From an optimization exercise on the open Yosys and OpenROAD flow, aimed at small area; shortcuts taken in it are not production practice.
Function was checked by simulation only, so behaviour that the tests miss may differ from the original.
Power is estimated from default activity; no workload was simulated.

## flow/design.v (module list and top-level ports; edited modules follow where they fit)
// module fifo_fwft: 47 lines
// module duf_decoder: 2742 lines
module duf_decoder (
    input clk,
    input reset,
    input [2:0] stage,
    input [17:0] is_error_syndromes,
    output [107:0] roots,
    output [17:0] is_odd_clusters,
    output [17:0] is_odd_cardinalities,
    output [17:0] is_touching_boundaries,
    output has_message_flying
);
  // ...
==> flow/flow/run.sh <==
#!/bin/bash
# Own layout flow: the standard ORFS flow (standard.sh) with these changes:
#  - synthesis is synth_recipe.tcl unchanged except that ABC maps with flow/area.abc
#    (an area-oriented mapping) instead of ORFS's script; registers are untouched;
#  - CTS uses clkbuf_8 with larger sink clusters and no dummy loads (the clock tree
#    stays balanced: every register is reached through the same number of buffers);
#  - the port buffers that the standard flow inserts on every input and output are buf_1.
# Each tool's output goes to its own log under orfs/logs/ (ORFS), and make's to orfs_make.log.
set -euo pipefail
W=$(pwd)
cat > "$W/own_synth.tcl" <<EOT
proc abc {args} {
  set i [lsearch -exact \$args -script]
  if {\$i >= 0} { lset args [expr {\$i + 1}] {$W/flow/area.abc} }
  yosys abc {*}\$args
}
source {$W/synth_recipe.tcl}
EOT
CTS="-sink_clustering_enable -repair_clock_nets -dont_use_dummy_load -buf_list sky130_fd_sc_hd__clkbuf_8 -sink_clustering_size 16 -sink_clustering_max_diameter 60"
PORTS="-inputs -outputs -buffer_cell sky130_fd_sc_hd__buf_1"
bash standard.sh "SYNTH_SCRIPT=$W/own_synth.tcl" "CTS_ARGS=$CTS" "BUFFER_PORTS_ARGS=$PORTS" finish > "$W/orfs_make.log" 2>&1
==> flow/flow/area.abc <==
strash; &get -n; &dch; &nf -R 1000; &put; topo; dnsize -c
==> flow/standard.sh <==
#!/bin/bash
# synth_recipe.tcl (not shown) runs the flow's synth.tcl, then flattens the netlist and writes it again
# the make line also repeats each setting of config.mk as NAME=value (left out here)
make -C /OpenROAD-flow-scripts/flow DESIGN_CONFIG=/design/flow/config.mk WORK_HOME=/design/flow/orfs CLKGATE_MAP_FILE= SYNTH_SCRIPT=/design/flow/synth_recipe.tcl "${@:-finish}"
==> flow/config.mk <==
export PLATFORM = sky130hd
export DESIGN_NAME = duf_decoder
export DESIGN_NICKNAME = duf_decoder
export VERILOG_FILES = /design/flow/design.v
export SDC_FILE = /design/flow/constraint.sdc
export NUM_CORES = 4
export LEC_CHECK = 0
export CAP_MARGIN = 20
export CORE_MARGIN = 2
export CORE_UTILIZATION = 45
export SLEW_MARGIN = 20
==> flow/constraint.sdc <==
create_clock -name core_clock -period 12.0 [get_ports {clk}]
set_input_delay 2.4000 -clock core_clock [delete_from_list [all_inputs] [get_ports {clk}]]
set_output_delay 2.4000 -clock core_clock [all_outputs]
set_load 0.01 [all_outputs]
==> implementation parameters, run 1 <==
Parameter                              Value

Synthesis
  Dominant cell by count in the synthesized netlist ... sky130_fd_sc_hd__nand2_1
  Flip-flop and latch count after synthesis ... 2137
  Proportion of synthesized area in mux cells ... 0.02062
  Cell type with the highest aggregate area in the netlist ... sky130_fd_sc_hd__dfxtp_1
  Async set-reset flop share out of synthesis ... 0
  Post-synth EDFFs ... 516
  Average cell area after synthesis ... 8.767 sq um
  Xor/xnor cell area share of the yosys netlist ... 0.04457
  Combined area of all synthesized cells ... 0.09610 sq mm

Final layout
  Multi-input combinational cell count ... 8421
  Highest-count cells in the layout ignoring fill and taps ... sky130_fd_sc_hd__nand2_1, sky130_fd_sc_hd__dfxtp_1, sky130_fd_sc_hd__nor2_1
  Clock network contribution to total cell area ... 0.02341
  Post-route cell area ... 0.1035 sq mm

GRT
  Gr ovfl total ... 0
  Total Routing Usage GR ... 0.3391
  Number of antenna violations at the first check in global routing ... 29

Run status
  Outcome ... finished clean

Hold path
  Critical hold path startpoint ... u_dc_p17_p15.e2[2]$_DFFE_PN_
  Hold path depth ... 2
  Classification of the worst-slack hold path ... flop to flop

STA
  Minimum hold slack ... 0.3903 ns
  Post-route fraction of the period consumed by the critical path ... 0.7068
  Slew HR ... 0.2140

Worst setup path
  Arrival @ worst endpoint ... 9.04 ns
  Worst endpoint required time ... 12.56 ns
  Setup slack, reg-to-reg ... 3.52 ns
  Buffers & Inverters on Critical Path ... 5
  Startpoint types ... flop

Detailed routing
  Residual antenna-violating net count after detailed routing ... 0
  Iteration-0 DRC Markers ... 10368
  Uppermost routed layer ... met5

Die
  Die footprint ... 0.2173 sq mm

Clock network
  Clock Root Buffer ... sky130_fd_sc_hd__clkbuf_8
  Number of buffers between clock root and the deepest sink ... 3
  Number of buffers added by the clock tree synthesis step ... 176

Pwr
  Leak ... 38.68 nW
  Sw Pwr ... 3.051 mW

Place
  GP Congestion ... 1.002
==> run 2: changes to the inputs <==
--- a/flow/design.v
+++ b/flow/design.v
@@ -59,28 +59,27 @@
     input [2:0] stage,
     input [17:0] is_error_syndromes,
     output [107:0] roots,
     output [17:0] is_odd_clusters,
     output [17:0] is_odd_cardinalities,
     output [17:0] is_touching_boundaries,
     output has_message_flying
 );
-reg [2:0] st;
+reg s_spread, s_grow, s_sync, s_load;
 reg spread_d, last_sync, last_grow;
 always @(posedge clk) begin
-    st <= reset ? 3'd0 : stage;
-    spread_d <= !reset && st == 3'd1;
-    last_sync <= !reset && st == 3'd3;
-    last_grow <= !reset && st == 3'd2;
+    s_spread <= !reset && stage == 3'd1;
+    s_grow <= !reset && stage == 3'd2;
+    s_sync <= !reset && stage == 3'd3;
+    s_load <= !reset && stage == 3'd4;
+    spread_d <= !reset && s_spread;
+    last_sync <= !reset && s_sync;
+    last_grow <= !reset && s_grow;
 end
-wire s_spread = st == 3'd1;
-wire s_grow = st == 3'd2;
-wire s_sync = st == 3'd3;
-wire s_load = st == 3'd4;
 wire clr = reset | s_load;
 reg [4:0] p0_or, p0_ur, p0_l;
 reg p0_e, p0_oc, p0_tb, p0_ocd, p0_sv, p0_g, p0_uv;
 reg [1:0] p0_bi;
 reg [6:0] p0_sm;
 wire p0_uov, p0_inc;
 reg [4:0] p1_or, p1_ur, p1_l;
 reg p1_e, p1_oc, p1_tb, p1_ocd, p1_sv, p1_g, p1_uv;
==> run 2 against run 1 <==
Against the previous run: critical path type unchanged; utilization barely moved; worst hold slack improved by 0.026 ns; worst setup slack got worse by 0.24 ns; sequential power fell by 1%; global-route usage rose by 1.3 points; non-clock buffer count fell by 4; sequential share of layout area rose by 0.061 points; register-to-register slack got worse by 0.24 ns.
==> implementation parameters, run 2 <==
Parameter                              Value

STA
  Final number of hold-violating endpoints ... 0 (unchanged)
  Final TNS setup ... 0 ns (unchanged)
  Slew HR ... 0.1898 (was 0.2140)
  Minimum clock period after layout ... 8.722 ns (was 8.481 ns)
  Total setup violations reported at the end of the flow ... 0 (unchanged)
  Post-route fraction of the period consumed by the critical path ... 0.7268 (was 0.7068)
  Maximum operating frequency ... 0.1147 GHz (was 0.1179 GHz)
  Final setup slack of the worst path ... 3.278 ns (was 3.519 ns)
  Setup repair after global routing missed its margin ... false (unchanged)
  Max Slew Vio Count ... 0 (unchanged)
  Worst setup skew after layout ... 0.09700 ns (was 0.1097 ns)
  Worst-Margin Slew ... 1.203 ns (was 1.179 ns)

Worst setup path
  Largest stage delay on the critical path ... 0.91 ns (was 0.82 ns)
  Startpoint types ... flop (unchanged)
  Worst-path maximum fanout ... 63 (was 56)
  Most prevalent standard cell on the critical path ... sky130_fd_sc_hd__o21ai_0
  Worst setup path class ... flop to flop (unchanged)
  Worst-path cell with the longest stage delay ... sky130_fd_sc_hd__dfxtp_4 (unchanged)
  Worst endpoint required time ... 12.61 ns (was 12.56 ns)
  Crit path capture type ... flop (unchanged)
  Gate family responsible for the most delay along the worst path ... compound AO/OA/AOI/OAI gates (was simple AND/OR/NAND/NOR gates)
  Total number of cells along the worst setup path ... 28 (was 31)
  Buffers & Inverters on Critical Path ... 3 (was 5)
  Arrival @ worst endpoint ... 9.33 ns (was 9.04 ns)
  Worst Reg2Reg Path Length in Cells ... 28 (was 31)

Synthesis
  Fraction of post-synthesis cell area in the top cell type by area ... 0.3384 (was 0.3377)
  Average cell area after synthesis ... 8.833 sq um (was 8.767 sq um)
  Synthesized netlist cell count ... 10863 (was 10962)
  Main synth FF type ... sky130_fd_sc_hd__dfxtp_1 (unchanged)
  Combined area of all synthesized cells ... 0.09595 sq mm (was 0.09610 sq mm)
  Dominant cell by count in the synthesized netlist ... sky130_fd_sc_hd__nand2_1 (unchanged)
  Post-synth EDFFs ... 516 (unchanged)
  Leading post-synthesis cells by instance count ... sky130_fd_sc_hd__nand2_1, sky130_fd_sc_hd__dfxtp_1, sky130_fd_sc_hd__nor2_1 (unchanged)
  Number of distinct library cells after synthesis ... 69 (was 64)
  Flip-flop and latch count after synthesis ... 2138 (was 2137)
  Synth area leaders ... sky130_fd_sc_hd__dfxtp_1, sky130_fd_sc_hd__edfxtp_1, sky130_fd_sc_hd__nand2_1 (unchanged)
  YS warnings ... 7 (unchanged)
  Cell type with the highest aggregate area in the netlist ... sky130_fd_sc_hd__dfxtp_1 (unchanged)
  Sequential fraction of the synthesis area ... 0.4999 (was 0.4989)
  Async set-reset flop share out of synthesis ... 0 (unchanged)

Clock network
  TritonCTS sink count ... 2138 (was 2137)
  Clock transition at the registers of the reported paths ... 0.10 ns (was 0.09 ns)
  Number of setup buffers added after CTS ... 0 (unchanged)
  Number of buffers added by the clock tree synthesis step ... 180 (was 176)
  Number of gates resized after cts ... 0 (unchanged)
  Number of hold buffers added after cts ... 0 (unchanged)
  Clock insertion delay at the later pin of the skew report ... 1.01 ns (about the same)
  Number of buffers between clock root and the deepest sink ... 3 (unchanged)
  CTS tree ... built (unchanged)
  Level count of the clock H-tree ... 4 (unchanged)
  Clock Root Buffer ... sky130_fd_sc_hd__clkbuf_8 (unchanged)

Pwr
  Total chip power ... 11.72 mW (was 11.96 mW)
  Switching share of power ... 0.2438 (was 0.2550)
  Maximum ir drop on the vdd rail ... 124.4 uV (was 130.4 uV)
  Clk pwr share ... 0.317 (was 0.308)
  Sw Pwr ... 2.859 mW (was 3.051 mW)
  Leak ... 38.21 nW (was 38.68 nW)
  Internal power contribution ... 8.866 mW (was 8.913 mW)
  Share of power burned in registers ... 0.647 (was 0.641)
  Fraction of power consumed by combinational cells ... 0.036 (was 0.052)
  Power density normalized to cell area ... 113.4 mW/mm^2 (was 115.6 mW/mm^2)

Place
  Number of port buffers ... 167 (unchanged)
  Placement Setup Slack ... 3.611 ns (was 3.757 ns)
  Total placed instance area ... 0.1008 sq mm (was 0.1010 sq mm)
  Final HPWL from detailed placement ... 298.1 mm (was 287.6 mm)
  GP Congestion ... 1.001 (was 1.002)

Final layout
  Share of final-layout standard cells stronger than drive strength 1 ... 0.03205 (was 0.03098)
  Commonest non-fill, non-tap cell in the layout ... sky130_fd_sc_hd__nand2_1 (unchanged)
  Post-route cell area ... 0.1034 sq mm (was 0.1035 sq mm)
  Area added between synthesis and finish ... 7.754% (was 7.662%)
  Highest-count cells in the layout ignoring fill and taps ... sky130_fd_sc_hd__nand2_1, sky130_fd_sc_hd__dfxtp_1, sky130_fd_sc_hd__nor2_1 (unchanged)
  Number of nets in the layout ... 11404 (was 11503)

Die
  DIE HEIGHT ... 465.8 um (was 466.1 um)
  Starting density of the core ... 0.4524 (was 0.4531)
  IO Pins ... 186 (unchanged)
  Die footprint ... 0.2169 sq mm (was 0.2173 sq mm)
  Die Wd ... 465.8 um (was 466.1 um)
  Total core area ... 0.2121 sq mm (unchanged)
  Row count ... 169 (unchanged)

Job
  Count of max-cap constraint violations ... 0 (unchanged)

GRT
  Vias in the first global route ... 80425 (was 79919)
  Total Routing Usage GR ... 0.3519 (was 0.3391)
  Largest net degree at the start of global routing ... 70 (was 131)
  Global-route met1 utilization ... 0.4631 (was 0.4605)
  Met2 track utilization from global routing ... 0.5317 (was 0.4935)
  Layer with the highest usage ... met2 (unchanged)
  First-pass GRT wire length ... 560.9 mm (was 545.3 mm)
  Number of antenna violations at the first check in global routing ... 25 (was 29)
  Gr ovfl total ... 0 (unchanged)
  Met3 Use GR ... 0.08146 (was 0.07684)

Detailed routing
  DRC errors left ... 0 (unchanged)
  Length of the first detailed-routing pass in iterations ... 21 (was 8)
  Detailed-route wire length per cell ... 27.95 um (was 26.81 um)
  Vias post-DR ... 87364 (was 87383)
  Residual antenna-violating net count after detailed routing ... 0 (unchanged)
  Iteration-0 DRC Markers ... 10168 (was 10368)
  Drt via density ... 6.182 (was 6.146)
  Post-detailed-routing wire length ... 394.9 mm (was 381.3 mm)

Run status
  Outcome ... finished clean (unchanged)

Hold path
  Classification of the worst-slack hold path ... flop to flop (unchanged)
  Hold path depth ... 2 (unchanged)
run 2: worst paths after layout:
path / start / to / slack [ns]
min: u_dc_p17_p15.t0$_SDFFE_PN0P_ / u_dc_p17_p15.t1$_SDFFE_PN0P_ / 0.42
max reg2reg: last_sync$_DFF_P_ / p8_sm[1]$_DFFE_PN_ / 3.28
max: last_sync$_DFF_P_ / p8_sm[1]$_DFFE_PN_ / 3.28
min reg2reg: u_dc_p17_p15.t0$_SDFFE_PN0P_ / u_dc_p17_p15.t1$_SDFFE_PN0P_ / 0.42
run 2: cell type report:
cell class	instances	area (sq um)
Timing Repair Buffer	307	1714
Antenna cell	15	37.54
Sequential cell	2138	47980
Multi-Input combinational cell	8301	46260
Fill cell	20231	108700
Tap cell	2821	3530
Inverter	369	1385
Clock buffer	180	2477
run 2: worst reg2reg max path: cells and delay by family (launching register included):
kind / cells / cell delay [ns]
flops: 1 / 0.91
simple gates: 12 / 3.00
mux: 1 / 0.28
buf+inv: 3 / 1.10
compound gates: 12 / 3.10
run 2: logic make-up after synthesis:
logic type / share of synthesized area
xor+xnor: 0.04436
flops: 0.4999
buf+inv: 0.02007
fa+ha+maj: 0.01095
mux: 0.02210
simple gates: 0.1918
compound gates: 0.2108
other cells: 0.00003908
run 2: per-layer routing:
layer / up-vias / part of all wire / routed length (um)
met4: 16 / 0.064 / 25250
met1: 42293 / 0.41 / 161300
met5: - / 0.00028 / 111
li1: 39881 / - / -
met3: 883 / 0.099 / 39250
met2: 4291 / 0.43 / 169000
run 2: through the flow:
stage | std cells | util | hold WS [ns]
after floorplan | 10880 | - | 0.4077
after global routing | 14120 | 0.4873 | 0.4184
after CTS | 14115 | 0.4871 | 0.3937
after global placement | 13934 | 0.4753 | 0.4210
after detailed placement | 13935 | 0.4754 | 0.4273
final | 14131 | 0.4875 | 0.4160
run 2: power by group through the flow:
stage / sequential (mW) / clock [mW] / combinational (mW)
after floorplan: 7.64 / 0 / 0.242
after global placement: 7.73 / 0 / 0.399
after detailed placement: 7.73 / 0 / 0.404
after CTS: 7.57 / 3.78 / 0.406
after global routing: 7.58 / 4.04 / 0.439
final: 7.58 / 3.72 / 0.419
==> run 3: changes to the inputs <==
--- a/flow/config.mk
+++ b/flow/config.mk
@@ -10,2 +10,3 @@
 export CORE_UTILIZATION = 45
+export GPL_TIMING_DRIVEN = 0
 export SLEW_MARGIN = 20
==> run 3 against run 2 <==
Against the previous run: still clean on timing, DRC and antenna; first-iteration DRC count decreased by 3.6%; fmax decreased by 8.3%; global-route usage decreased by 1.1 points; cell count increased by 0.22%; count of clock-buffer cells in the layout increased by 4; combinational power increased by 8.4%; sequential power about the same; register-to-register slack got worse by 0.79 ns; via count decreased by 0.39%; wire length decreased by 2.7%; area after synthesis unchanged; critical path type unchanged.
==> implementation parameters, run 3 <==
Parameter                              Value

Final layout
  Number of nets in the layout ... 11438 (was 11404)
  Highest-count cells in the layout ignoring fill and taps ... sky130_fd_sc_hd__nand2_1, sky130_fd_sc_hd__dfxtp_1, sky130_fd_sc_hd__nor2_1 (unchanged)
  Commonest non-fill, non-tap cell in the layout ... sky130_fd_sc_hd__nand2_1 (unchanged)
  Share of final-layout standard cells stronger than drive strength 1 ... 0.03901 (was 0.03205)
  Seq. cell area ... 0.04799 sq mm (was 0.04798 sq mm)
  Area of the multi-input gates ... 0.04657 sq mm (was 0.04626 sq mm)
  Post-route cell area ... 0.1048 sq mm (was 0.1034 sq mm)
  Filler Cell Count ... 20245 (was 20231)
  Area added between synthesis and finish ... 9.223% (was 7.754%)

Pwr
  Power density normalized to cell area ... 112.6 mW/mm^2 (was 113.4 mW/mm^2)
  Clk pwr share ... 0.319 (was 0.317)
  Fraction of power consumed by combinational cells ... 0.039 (was 0.036)
  Maximum ir drop on the vdd rail ... 130.1 uV (was 124.4 uV)
  Share of power burned in registers ... 0.643 (was 0.647)
  Switching share of power ... 0.2434 (was 0.2438)
  Leak ... 38.75 nW (was 38.21 nW)
  Sw Pwr ... 2.873 mW (was 2.859 mW)
  Internal power contribution ... 8.929 mW (was 8.866 mW)

Hold path
  Hold EP ... u_dc_p10_p8.t1$_SDFFE_PN0P_ (was u_dc_p17_p15.t1$_SDFFE_PN0P_)
  Critical hold path startpoint ... u_dc_p10_p8.t0$_SDFFE_PN0P_ (was u_dc_p17_p15.t0$_SDFFE_PN0P_)
  Classification of the worst-slack hold path ... flop to flop (unchanged)
  Hold path depth ... 2 (unchanged)

Die
  Row count ... 169 (unchanged)
  Die Wd ... 465.8 um (unchanged)
  Total core area ... 0.2121 sq mm (unchanged)
  Starting density of the core ... 0.4524 (unchanged)
  IO Pins ... 186 (unchanged)
  DIE HEIGHT ... 465.8 um (unchanged)
  Die footprint ... 0.2169 sq mm (unchanged)

Synthesis
  Number of distinct library cells after synthesis ... 69 (unchanged)
  Leading post-synthesis cells by instance count ... sky130_fd_sc_hd__nand2_1, sky130_fd_sc_hd__dfxtp_1, sky130_fd_sc_hd__nor2_1 (unchanged)
  Flip-flop and latch count after synthesis ... 2138 (unchanged)
  Async set-reset flop share out of synthesis ... 0 (unchanged)
  Average cell area after synthesis ... 8.833 sq um (unchanged)
  Cell type with the highest aggregate area in the netlist ... sky130_fd_sc_hd__dfxtp_1 (unchanged)
  Fraction of post-synthesis cell area in the top cell type by area ... 0.3384 (unchanged)
  YS warnings ... 7 (unchanged)
  Sequential fraction of the synthesis area ... 0.4999 (unchanged)
  Combined area of all synthesized cells ... 0.09595 sq mm (unchanged)
  Synthesized netlist cell count ... 10863 (unchanged)
  Post-synth EDFFs ... 516 (unchanged)
  Dominant cell by count in the synthesized netlist ... sky130_fd_sc_hd__nand2_1 (unchanged)
  Main synth FF type ... sky130_fd_sc_hd__dfxtp_1 (unchanged)
  Synth area leaders ... sky130_fd_sc_hd__dfxtp_1, sky130_fd_sc_hd__edfxtp_1, sky130_fd_sc_hd__nand2_1 (unchanged)

GRT
  Number of antenna violations at the first check in global routing ... 26 (was 25)
  First-pass GRT wire length ... 546.2 mm (was 560.9 mm)
  Total Routing Usage GR ... 0.3413 (was 0.3519)
  Vias in the first global route ... 80037 (was 80425)
  Largest net degree at the start of global routing ... 57 (was 70)
  Gr ovfl total ... 0 (unchanged)

STA
  Post-route fraction of the period consumed by the critical path ... 0.7923 (was 0.7268)
  Max Slew Vio Count ... 0 (unchanged)
  Final TNS setup ... 0 ns (unchanged)
  Minimum hold slack ... 0.4247 ns (was 0.4160 ns)
  Slew HR ... 0.1819 (was 0.1898)
  Worst setup skew after layout ... 0.09844 ns (was 0.09700 ns)
  Worst-Margin Slew ... 1.214 ns (was 1.203 ns)
  Final setup slack of the worst path ... 2.492 ns (was 3.278 ns)
  Setup repair after global routing missed its margin ... false (unchanged)
  Maximum operating frequency ... 0.1052 GHz (was 0.1147 GHz)
  Total setup violations reported at the end of the flow ... 0 (unchanged)
  Final number of hold-violating endpoints ... 0 (unchanged)
  Minimum clock period after layout ... 9.508 ns (was 8.722 ns)

Detailed routing
  Drt via density ... 6.145 (was 6.182)
  Iteration-0 DRC Markers ... 9801 (was 10168)
  Detailed-route wire length per cell ... 27.14 um (was 27.95 um)
  Length of the first detailed-routing pass in iterations ... 23 (was 21)
  Post-detailed-routing wire length ... 384.3 mm (was 394.9 mm)
  Vias post-DR ... 87021 (was 87364)
  DRC errors left ... 0 (unchanged)
  Residual antenna-violating net count after detailed routing ... 0 (unchanged)

Clock network
  Level count of the clock H-tree ... 4 (unchanged)
  Number of buffers added by the clock tree synthesis step ... 184 (was 180)
  Number of hold buffers added after cts ... 0 (unchanged)
  Clock insertion delay at the later pin of the skew report ... 1.04 ns (was 1.01 ns)
  Clock transition at the registers of the reported paths ... 0.10 ns (about the same)
  Clock Root Buffer ... sky130_fd_sc_hd__clkbuf_8 (unchanged)
  Number of setup buffers added after CTS ... 0 (unchanged)
  TritonCTS sink count ... 2138 (unchanged)
  CTS tree ... built (unchanged)
  Number of buffers between clock root and the deepest sink ... 3 (unchanged)
  Number of gates resized after cts ... 0 (unchanged)

Worst setup path
  Setup slack, reg-to-reg ... 2.49 ns (was 3.28 ns)
  Worst Reg2Reg Path Length in Cells ... 31 (was 28)
  Worst endpoint required time ... 12.65 ns (was 12.61 ns)
  Largest stage delay on the critical path ... 0.79 ns (was 0.91 ns)
  Worst flop-to-flop path endpoint ... p9_sm[0]$_DFFE_PN_ (was p8_sm[1]$_DFFE_PN_)
  Startpoint types ... flop (unchanged)
  Worst-path maximum fanout ... 10 (was 63)
  Arrival @ worst endpoint ... 10.16 ns (was 9.33 ns)
  Worst setup path class ... flop to flop (unchanged)
  Worst-path cell with the longest stage delay ... sky130_fd_sc_hd__nor2_1 (was sky130_fd_sc_hd__dfxtp_4)
  Crit path capture type ... flop (unchanged)
  Crit Reg-Reg Startpoint ... p9_or[0]$_SDFFE_PP1P_ (was last_sync$_DFF_P_)
  Most prevalent standard cell on the critical path ... sky130_fd_sc_hd__nand4_1 (was sky130_fd_sc_hd__o21ai_0)

Place
  Placement Setup Slack ... 3.005 ns (was 3.611 ns)
  Final HPWL from detailed placement ... 293.3 mm (was 298.1 mm)
  GP Congestion ... 0.9983 (was 1.001)
  Total placed instance area ... 0.1022 sq mm (was 0.1008 sq mm)
  Number of port buffers ... 167 (unchanged)

Job
  Count of max-cap constraint violations ... 0 (unchanged)

Run status
  Outcome ... finished clean (unchanged)
[run 3: changes by cell type in the layout (fill, tap and decap cells not counted), sizes merged]
cell / before / now
buf: 306 / 337
clkbuf: 181 / 184
clkinv: 367 / 369
diode: 15 / 12
inv: 2 / 0
[run 3: area by class of cell]
type	instances	area share
Inverter	369	0.01334
Buffer	72	0.005158
Multi-Input combinational cell	8301	0.4444
Tap cell	2821	0.03368
Sequential cell	2138	0.4579
Clock buffer	184	0.02416
Timing Repair Buffer	265	0.02107
Antenna cell	12	0.0002865
[run 3: cells by family (layout without fill, tap and decap cells)]
family                   Yosys count  in the layout  synth area share
AO/OA/AOI/OAI                   3179           3179            0.2108
XOR/XNOR                         486            486           0.04436
adder cells (fa/ha/maj)           84             84           0.01095
buffers and inverters            441            890           0.02007
flip-flops                      2138           2138            0.4999
multiplexers                     211            211           0.02210
other                              1             30        0.00003908
AND/OR/NAND/NOR                 4323           4323            0.1918
[run 3: worst max path at each step]
stage                                   to  cells past startpoint  slack [ns]                  start
floorplan                   lk0[0]$_DFF_P_                      2        1.85                  reset
global placement    p14_ur[0]$_SDFFE_PP0P_                      2      -20.30       s_spread$_DFF_P_
detailed placement      p9_sm[6]$_DFFE_PN_                     31        3.00  p9_or[0]$_SDFFE_PP1P_
CTS                     p9_sm[2]$_DFFE_PN_                     31        2.96      last_sync$_DFF_P_
global route            p9_sm[0]$_DFFE_PN_                     31        2.29  p9_or[0]$_SDFFE_PP1P_
finish                  p9_sm[0]$_DFFE_PN_                     31        2.49  p9_or[0]$_SDFFE_PP1P_
[run 3: power by group through the flow]
stage	clock network [mW]	registers, mW	logic [mW]
final	3.76	7.59	0.454
after global routing	4.08	7.58	0.477
after CTS	3.83	7.57	0.442
after detailed placement	0	7.74	0.441
after global placement	0	7.74	0.385
after floorplan	0	7.64	0.242
[run 3: critical path, delay by kind of cell, from the launching register on]
kind	cells	cell delay [ns]
flops	1	0.77
compound gates	14	3.68
simple gates	12	3.58
xor+xnor	1	0.19
buf+inv	4	0.90
[run 3: per-layer routing]
layer / GRT usage / vias to the layer above / routed length, um
met3: 0.07628 / 850 / 36750
met4: 0.1779 / 18 / 22540
met2: 0.5238 / 4058 / 166700
met1: 0.4495 / 42095 / 158200
met5: 0 / - / 118
li1: - / 40000 / -
[run 3: through the flow]
stage,power [mW],utilization,instances
floorplan,7.882,-,10880
global placement,8.129,0.4723,13868
detailed placement,8.180,0.4820,13964
CTS,11.84,0.4939,14148
global route,12.13,0.4940,14152
finish,11.80,0.4941,14162
==> run 4: changes to the inputs <==
--- a/flow/config.mk
+++ b/flow/config.mk
@@ -9,4 +9,3 @@
 export CORE_MARGIN = 2
-export CORE_UTILIZATION = 45
-export GPL_TIMING_DRIVEN = 0
+export CORE_UTILIZATION = 55
 export SLEW_MARGIN = 20
==> run 4 against run 3 <==
Against the previous run: non-clock buffer count down 34; power decreased by 0.98%; clock skew decreased by 0.025 ns; first-iteration DRC count increased by 7.9%; synthesized cell count unchanged; via count is 1.8% higher; sequential power is essentially flat; cell count down 3.7%.
==> implementation parameters, run 4 <==
Parameter                              Value

STA
  Slew HR ... 0.09543 (was 0.1819)
  Maximum operating frequency ... 0.1234 GHz (was 0.1052 GHz)
  Post-route fraction of the period consumed by the critical path ... 0.6752 (was 0.7923)
  Final TNS setup ... 0 ns (unchanged)
  Total setup violations reported at the end of the flow ... 0 (unchanged)
  Minimum clock period after layout ... 8.103 ns (was 9.508 ns)
  Max Slew Vio Count ... 0 (unchanged)
  Minimum hold slack ... 0.4301 ns (was 0.4247 ns)
  Worst setup skew after layout ... 0.07337 ns (was 0.09844 ns)
  Final number of hold-violating endpoints ... 0 (unchanged)
  Setup repair after global routing missed its margin ... false (unchanged)
  Worst-Margin Slew ... 1.343 ns (was 1.214 ns)

GRT
  Vias in the first global route ... 80931 (was 80037)
  Met3 Use GR ... 0.1265 (was 0.07628)
  Largest net degree at the start of global routing ... 163 (was 57)
  Global-route met1 utilization ... 0.5345 (was 0.4495)
  Met2 track utilization from global routing ... 0.6126 (was 0.5238)
  Gr ovfl total ... 0 (unchanged)
  Layer with the highest usage ... met2 (unchanged)
  Number of antenna violations at the first check in global routing ... 52 (was 26)
  First-pass GRT wire length ... 552.6 mm (was 546.2 mm)
  Total Routing Usage GR ... 0.4206 (was 0.3413)

Place
  Final HPWL from detailed placement ... 288.8 mm (was 293.3 mm)
  Number of cells after detailed placement ... 13436 (was 13964)
  Number of port buffers ... 167 (unchanged)
  GP Congestion ... 1.034 (was 0.9983)
  Total placed instance area ... 0.1002 sq mm (was 0.1022 sq mm)

Hold path
  Critical hold path startpoint ... u_dc_p15_p14.t0$_SDFFE_PN0P_ (was u_dc_p10_p8.t0$_SDFFE_PN0P_)
  Hold EP ... u_dc_p15_p14.t1$_SDFFE_PN0P_ (was u_dc_p10_p8.t1$_SDFFE_PN0P_)
  Hold path depth ... 2 (unchanged)
  Classification of the worst-slack hold path ... flop to flop (unchanged)

Worst setup path
  Crit Reg-Reg Startpoint ... last_sync$_DFF_P_ (was p9_or[0]$_SDFFE_PP1P_)
  Worst-path maximum fanout ... 57 (was 10)
  Worst flop-to-flop path endpoint ... p6_sm[2]$_DFFE_PN_ (was p9_sm[0]$_DFFE_PN_)
  Most prevalent standard cell on the critical path ... sky130_fd_sc_hd__nor2_1 (was sky130_fd_sc_hd__nand4_1)
  Worst Reg2Reg Path Length in Cells ... 29 (was 31)
  Worst-path cell with the longest stage delay ... sky130_fd_sc_hd__dfxtp_4 (was sky130_fd_sc_hd__nor2_1)
  Worst setup path class ... flop to flop (unchanged)
  Crit path capture type ... flop (unchanged)
  Worst endpoint required time ... 12.66 ns (was 12.65 ns)
  Setup slack, reg-to-reg ... 3.90 ns (was 2.49 ns)
  Startpoint types ... flop (unchanged)
  Largest stage delay on the critical path ... 0.90 ns (was 0.79 ns)
  Arrival @ worst endpoint ... 8.76 ns (was 10.16 ns)

Final layout
  Highest-count cells in the layout ignoring fill and taps ... sky130_fd_sc_hd__nand2_1, sky130_fd_sc_hd__dfxtp_1, sky130_fd_sc_hd__nor2_1 (unchanged)
  Final standard cell utilization of the core ... 0.5917 (was 0.4941)
  Share of final-layout standard cells stronger than drive strength 1 ... 0.03100 (was 0.03901)
  Final standard cell count with taps included and fillers excluded ... 13641 (was 14162)
  Area added between synthesis and finish ... 7.080% (was 9.223%)
  Commonest non-fill, non-tap cell in the layout ... sky130_fd_sc_hd__nand2_1 (unchanged)
  Number of nets in the layout ... 11398 (was 11438)
  Post-route cell area ... 0.1027 sq mm (was 0.1048 sq mm)
  Filler Cell Count ... 15568 (was 20245)

Clock network
  Number of setup buffers added after CTS ... 0 (unchanged)
  Clock transition at the registers of the reported paths ... 0.10 ns (about the same)
  Number of gates resized after cts ... 0 (unchanged)
  CTS tree ... built (unchanged)
  Number of buffers between clock root and the deepest sink ... 3 (unchanged)
  TritonCTS sink count ... 2138 (unchanged)
  Number of hold buffers added after cts ... 0 (unchanged)
  Level count of the clock H-tree ... 4 (unchanged)
  Number of buffers added by the clock tree synthesis step ... 178 (was 184)
  Clock Root Buffer ... sky130_fd_sc_hd__clkbuf_8 (unchanged)
  Clock insertion delay at the later pin of the skew report ... 1.02 ns (was 1.04 ns)

Pwr
  Leak ... 38.18 nW (was 38.75 nW)
  Power density normalized to cell area ... 113.8 mW/mm^2 (was 112.6 mW/mm^2)
  Maximum ir drop on the vdd rail ... 113.8 uV (was 130.1 uV)

Synthesis
  Synth area leaders ... sky130_fd_sc_hd__dfxtp_1, sky130_fd_sc_hd__edfxtp_1, sky130_fd_sc_hd__nand2_1 (unchanged)
  Average cell area after synthesis ... 8.833 sq um (unchanged)
  Fraction of post-synthesis cell area in the top cell type by area ... 0.3384 (unchanged)
  Synthesized netlist cell count ... 10863 (unchanged)
  Number of distinct library cells after synthesis ... 69 (unchanged)
  Flip-flop and latch count after synthesis ... 2138 (unchanged)
  Dominant cell by count in the synthesized netlist ... sky130_fd_sc_hd__nand2_1 (unchanged)
  YS warnings ... 7 (unchanged)
  Main synth FF type ... sky130_fd_sc_hd__dfxtp_1 (unchanged)
  Sequential fraction of the synthesis area ... 0.4999 (unchanged)
  Leading post-synthesis cells by instance count ... sky130_fd_sc_hd__nand2_1, sky130_fd_sc_hd__dfxtp_1, sky130_fd_sc_hd__nor2_1 (unchanged)
  Cell type with the highest aggregate area in the netlist ... sky130_fd_sc_hd__dfxtp_1 (unchanged)
  Async set-reset flop share out of synthesis ... 0 (unchanged)
  Combined area of all synthesized cells ... 0.09595 sq mm (unchanged)
  Post-synth EDFFs ... 516 (unchanged)

Die
  Die footprint ... 0.1778 sq mm (was 0.2169 sq mm)
  Row count ... 153 (was 169)
  Die Wd ... 421.7 um (was 465.8 um)
  IO Pins ... 186 (unchanged)
  Total core area ... 0.1736 sq mm (was 0.2121 sq mm)
  Starting density of the core ... 0.5526 (was 0.4524)
  DIE HEIGHT ... 421.7 um (was 465.8 um)

Detailed routing
  Iteration-0 DRC Markers ... 10578 (was 9801)
  Drt via density ... 6.495 (was 6.145)
  DRC errors left ... 0 (unchanged)
  Detailed-route wire length per cell ... 28.39 um (was 27.14 um)
  Length of the first detailed-routing pass in iterations ... 6 (was 23)
  Vias post-DR ... 88602 (was 87021)
  Post-detailed-routing wire length ... 387.2 mm (was 384.3 mm)
  Residual antenna-violating net count after detailed routing ... 0 (unchanged)

Run status
  Outcome ... finished clean (unchanged)

Job
  Count of max-cap constraint violations ... 0 (unchanged)
-- run 4: cell counts after synthesis --
No cell type changed its count.
-- run 4: critical path: cells and delay by family, from the launching register on --
kind / cells / cell delay (ns)
compound gates: 12 / 3.56
buf+inv: 3 / 0.74
flops: 1 / 0.90
mux: 1 / 0.25
simple gates: 13 / 2.31
-- run 4: per-layer routing --
layer  vias to the layer above  share of wire
met4                        48          0.081
met5                         -        0.00095
li1                      39881              -
met1                     42291           0.38
met3                      1300           0.12
met2                      5082           0.42
-- run 4: cell families (layout without fill, tap and decap cells) --
group,after synthesis,in the layout,share of synthesized area
and+or+nand+nor,4323,4323,0.1918
AOI/OAI and AO/OA,3179,3179,0.2108
DFF,2138,2138,0.4999
xor gates and xnor gates,486,486,0.04436
buffers and inverters,441,850,0.02007
muxes,211,211,0.02210
adders and majority gates,84,84,0.01095
other,1,45,0.00003908
-- run 4: layout make-up --
| type | count | area, sq um | area share |
|---|---|---|---|
| inverter | 369 | 1385 | 0.01348 |
| multi-input combinational | 8301 | 46260 | 0.4503 |
| antenna | 27 | 67.56 | 0.0006576 |
| sequential | 2138 | 47980 | 0.4670 |
| tap | 2325 | 2909 | 0.02831 |
| clock buffer | 178 | 2450 | 0.02384 |
| timing repair buffer | 303 | 1689 | 0.01644 |
-- run 4: per-stage QoR --
stage / power (mW) / worst slack, ns
4_1_cts: 11.68 / 4.176
3_5_place_dp: 8.134 / 4.152
5_1_grt: 11.97 / 3.311
2_1_floorplan: 7.882 / 1.853
6_report: 11.69 / 3.897
3_3_place_gp: 8.129 / 4.468
-- run 4: where the power goes --
group	total [mW]	switching (mW)	internal [mW]
sequential	7.59	0.195	7.39
clock	3.68	2.36	1.32
combinational	0.414	0.278	0.135
total	11.7	2.84	8.85
-- run 4: worst max path at each step --
stage / from / end / slack, ns / depth (start not counted)
floorplan: reset / lk0[0]$_DFF_P_ / 1.85 / 2
global placement: last_sync$_DFF_P_ / p6_sm[4]$_DFFE_PN_ / 4.47 / 29
detailed placement: last_sync$_DFF_P_ / p6_sm[6]$_DFFE_PN_ / 4.15 / 29
CTS: last_sync$_DFF_P_ / p6_sm[3]$_DFFE_PN_ / 4.18 / 29
global route: last_sync$_DFF_P_ / p6_sv$_SDFFE_PN0P_ / 3.31 / 31
finish: last_sync$_DFF_P_ / p6_sm[2]$_DFFE_PN_ / 3.90 / 29

static timing again, ports no longer ideal:
The results above use ideal ports. As a check the final layouts listed here were re-extracted and re-timed, cells and wires unchanged.
Step 1, drivers: a clkbuf_16 drives clk and a buf_2 each remaining input, both assumed.
Step 2, shift: input delay + t, output delay - t, t = (earliest + latest rising clock arrival at the registers) / 2. This alone moves slack from input paths to output paths.
a / b / c = ideal / step 1 / step 2; a / b = the first two.
run | t (ns) | slack for setup (ns) | worst setup path at the end | worst register clock-pin slew, ns | pins driven straight from the clock port
run 1 | 1.054 | 3.519 / 3.519 / 3.519 | register to register | 0.11 / 0.11 | 1
run 2 | 1.060 | 3.278 / 3.278 / 3.278 | register to register | 0.11 / 0.11 | 1
run 3 | 1.083 | 2.492 / 2.492 / 2.492 | register to register | 0.11 / 0.11 | 1
run 4 | 1.085 | 3.897 / 3.897 / 3.897 | register to register | 0.11 / 0.11 | 1
After both steps setup and hold are still met in every run listed.
